This is an optimization exercise on Yosys and OpenROAD, whose aim is small area and a short achievable clock period, not a production implementation. The RTL was checked by simulation tests, not by an equivalence proof against the original design. No driver is modelled on the clock port, so clock power and skew are understated where the tree is cut down; a real chip needs a root buffer or a tree. No activity file was given, so power comes from the tool's default toggle rates.

==> flow/design.v (excerpt) <==
module Top_level(
    input clk, rst,
    output [31:0] imem_addr,
    input  [31:0] imem_data,
    output [31:0] dmem_addr,
    output [31:0] dmem_wdata,
    output dmem_we,
    output dmem_re,
    input  [31:0] dmem_rdata,
    output wb_en,
    output [3:0] wb_dest,
    output [31:0] wb_value
);
    reg  [31:0] pc;
    reg  [31:0] d_ins;          
    reg  [3:0]  d_s2;           
    reg  [31:0] e_a;            
    reg  [31:0] e_b;            
    reg         e_inv;          
    reg  [11:0] e_off;          
    reg         e_memc;         
    reg  [3:0]  e_cmd;          
    reg  [3:0]  e_cond;
    reg  [3:0]  e_dest;
    reg         e_wb, e_mr, e_mw, e_br, e_su, e_hz;
    reg  [31:0] m_alu, m_st;
    reg         m_wb, m_mr, m_mw, m_hz;
    reg  [3:0]  m_dest;
    reg         w_en;
    reg  [3:0]  w_dest;
    reg  [31:0] w_val;
    reg  [3:0]  status;         
    wire [31:0] wbv;            
    reg  [14:1] rf_v;           
    wire [3:0] f_s2 = (imem_data[27:26] == 2'b01 && !imem_data[20]) ?
                      imem_data[15:12] : imem_data[3:0];
    wire [3:0] cond = d_ins[31:28];
    wire [1:0] mode = d_ins[27:26];
    wire       ins_i = d_ins[25];
    wire [3:0] opc  = d_ins[24:21];
    wire       ins_s = d_ins[20];
    wire [3:0] rn   = d_ins[19:16];
  ...
For scale: about 3400 cells after synthesis, about 740 flip-flops, ~200 I/O pins.
export LEC_CHECK = 0
export CAP_MARGIN = 20
export CORE_MARGIN = 2
export CORE_UTILIZATION = 40
export PLACE_DENSITY = 0.6
export SETUP_SLACK_MARGIN = 0.5
export SLEW_MARGIN = 20
create_clock -name core_clock -period 15.0 [get_ports {clk}]
standard.sh (not shown) runs the stock make flow with config.mk's settings and CLKGATE_MAP_FILE= SYNTH_SCRIPT=/design/flow/synth_recipe.tcl, a recipe that flattens the netlist after the stock synthesis.
==> flow/flow/run.sh <==
#!/bin/bash
# Standard ORFS layout (the standard.sh, standard synthesis unchanged),
# with these changes:
#  * timing repair aims well below the clock period (setup margin 11 ns),
#    free to resize across cell footprints;
#  * port buffers start as buf_2, so they can be resized;
#  * clock tree: sink clusters of up to 22 flip-flops, no dummy loads, and
#    the H-tree's root buffer removed (flow/cts_hook.tcl), so the clock port
#    drives the tree's first 4 buffers directly.
# All make output goes to flow_make.log; each ORFS step keeps its own log
# under orfs/logs.
set -euo pipefail
bash standard.sh \
    SETUP_SLACK_MARGIN=11 \
    MATCH_CELL_FOOTPRINT=0 \
    "BUFFER_PORTS_ARGS=-buffer_cell sky130_fd_sc_hd__buf_2" \
    "CTS_ARGS=-sink_clustering_enable -repair_clock_nets -dont_use_dummy_load -sink_clustering_size 22 -sink_clustering_max_diameter 100" \
    "PRE_CTS_TCL=$PWD/flow/cts_hook.tcl" \
    finish > flow_make.log 2>&1
==> flow/flow/cts_hook.tcl <==
proc drop_clock_root {} {
  set block [ord::get_db_block]
  set root [$block findInst clkbuf_0_clk]
  if {$root eq "NULL"} { puts "drop_clock_root: no root buffer"; return }
  set innet [[$root findITerm A] getNet]
  set outnet [[$root findITerm X] getNet]
  set loads {}
  foreach it [$outnet getITerms] { if {[$it getInst] ne $root} { lappend loads $it } }
  set bufs 1
  foreach it $loads {
    if {![string match "sky130_fd_sc_hd__clkbuf*" [[[$it getInst] getMaster] getName]]} { set bufs 0 }
  }
  if {[llength $loads] > 4 || !$bufs} {
    puts "drop_clock_root: root drives [llength $loads] pins, kept"
    return
  }
  foreach it $loads { $it disconnect; $it connect $innet }
  [$root findITerm A] disconnect
  [$root findITerm X] disconnect
  odb::dbInst_destroy $root
  odb::dbNet_destroy $outnet
  puts "drop_clock_root: clock port now drives [llength $loads] buffers"
}
rename clock_tree_synthesis my_cts_orig
proc clock_tree_synthesis {args} {
  my_cts_orig {*}$args
  drop_clock_root
}
Rerun with:
==> flow/flow/run.sh (replaced) <==
#!/bin/bash
# Standard ORFS layout (the standard.sh, standard synthesis unchanged),
# with these changes:
#  * timing repair aims well below the clock period (setup margin 11 ns),
#    free to resize across cell footprints;
#  * port buffers start as buf_2, so they can be resized;
#  * clock tree: larger sink clusters (fewer, fully loaded leaf buffers) and
#    no dummy loads.
# All make output goes to flow_make.log; each ORFS step keeps its own log
# under orfs/logs.
set -euo pipefail
bash standard.sh \
    SETUP_SLACK_MARGIN=11 \
    MATCH_CELL_FOOTPRINT=0 \
    "BUFFER_PORTS_ARGS=-buffer_cell sky130_fd_sc_hd__buf_2" \
    "CTS_ARGS=-sink_clustering_enable -repair_clock_nets -dont_use_dummy_load -sink_clustering_size 22 -sink_clustering_max_diameter 100" \
    finish > flow_make.log 2>&1
removed: flow/flow/cts_hook.tcl
Routed wire length barely changes.
Maximum frequency went down by 4.8%.
Worst hold slack degrades by 0.0075 ns.
Flip-flop and latch count stays the same.
Design area is higher by 1.7%.
Power came out higher by 2.4%.
Clock power stays flat.
Synthesized cell count stays the same.
Die area does not change.
Combinational power rises by about 3%.
Setup slack loses 0.20 ns.
Rerun with:
==> flow/flow/run.sh (replaced) <==
#!/bin/bash
# Standard ORFS layout (the standard.sh, standard synthesis unchanged),
# with these changes:
#  * timing repair aims well below the clock period (setup margin 11.1 ns),
#    free to resize across cell footprints;
#  * 55% core utilisation and 0.75 placement density (shorter wires);
#  * port buffers start as buf_2, so they can be resized;
#  * clock tree: sink clusters of up to 22 flip-flops, no dummy loads, and
#    the H-tree's root buffer removed (flow/cts_hook.tcl), so the clock port
#    drives the tree's first 4 buffers directly.
# All make output goes to flow_make.log; each ORFS step keeps its own log
# under orfs/logs.
set -euo pipefail
bash standard.sh \
    SETUP_SLACK_MARGIN=11.1 \
    MATCH_CELL_FOOTPRINT=0 \
    CORE_UTILIZATION=55 \
    PLACE_DENSITY=0.75 \
    "BUFFER_PORTS_ARGS=-buffer_cell sky130_fd_sc_hd__buf_2" \
    "CTS_ARGS=-sink_clustering_enable -repair_clock_nets -dont_use_dummy_load -sink_clustering_size 22 -sink_clustering_max_diameter 100" \
    "PRE_CTS_TCL=$PWD/flow/cts_hook.tcl" \
    finish > flow_make.log 2>&1
==> flow/flow/cts_hook.tcl (new file) <==
proc drop_clock_root {} {
  set block [ord::get_db_block]
  set root [$block findInst clkbuf_0_clk]
  if {$root eq "NULL"} { puts "drop_clock_root: no root buffer"; return }
  set innet [[$root findITerm A] getNet]
  set outnet [[$root findITerm X] getNet]
  set loads {}
  foreach it [$outnet getITerms] { if {[$it getInst] ne $root} { lappend loads $it } }
  set bufs 1
  foreach it $loads {
    if {![string match "sky130_fd_sc_hd__clkbuf*" [[[$it getInst] getMaster] getName]]} { set bufs 0 }
  }
  if {[llength $loads] > 4 || !$bufs} {
    puts "drop_clock_root: root drives [llength $loads] pins, kept"
    return
  }
  foreach it $loads { $it disconnect; $it connect $innet }
  [$root findITerm A] disconnect
  [$root findITerm X] disconnect
  odb::dbInst_destroy $root
  odb::dbNet_destroy $outnet
  puts "drop_clock_root: clock port now drives [llength $loads] buffers"
}
rename clock_tree_synthesis my_cts_orig
proc clock_tree_synthesis {args} {
  my_cts_orig {*}$args
  drop_clock_root
}
After rerunning: The changed run completed without violations; worst setup slack is better by 0.23 ns; register-to-register slack is better by 0.05 ns; final cell count falls by a little under a tenth; design area falls by a few percent; die area falls by a quarter to a third; hold slack is better by 0.012 ns; non-clock buffer count falls by 7; maximum frequency rises by a few percent; power falls by a few percent.

port drivers added, routing unchanged:
Ports are ideal in the flow. The routed layouts listed here were re-timed in OpenROAD. Step 1 sets driving cells, clkbuf_16 on the clock port and buf_2 on the other inputs (assumed; they add their load-dependent delay and slew). Step 2, shift: input delay + t, output delay - t, t = (earliest + latest rising clock arrival at the registers) / 2. This alone moves slack from input paths to output paths. Slacks: ideal / step 1 / step 2; pairs: ideal / step 1.
run | t, ns | setup WS [ns] | hold WS [ns] | worst setup path at the end
the first run | 0.532 | 10.942 / 10.815 / 10.816 | 0.372 / 0.372 / 0.372 | input to register
the second run | 0.677 | 10.737 / 10.666 / 10.592 | 0.365 / 0.365 / 0.365 | input, reset recovery
the third run | 0.527 | 10.962 / 10.831 / 10.761 | 0.376 / 0.376 / 0.376 | input to register
After both steps every run listed still meets setup and hold. For the third run, which loses most, drivers alone change the setup slack by -0.131 ns; drivers and shift together by -0.201 ns. The worst setup slack also covers recovery checks on asynchronous resets.
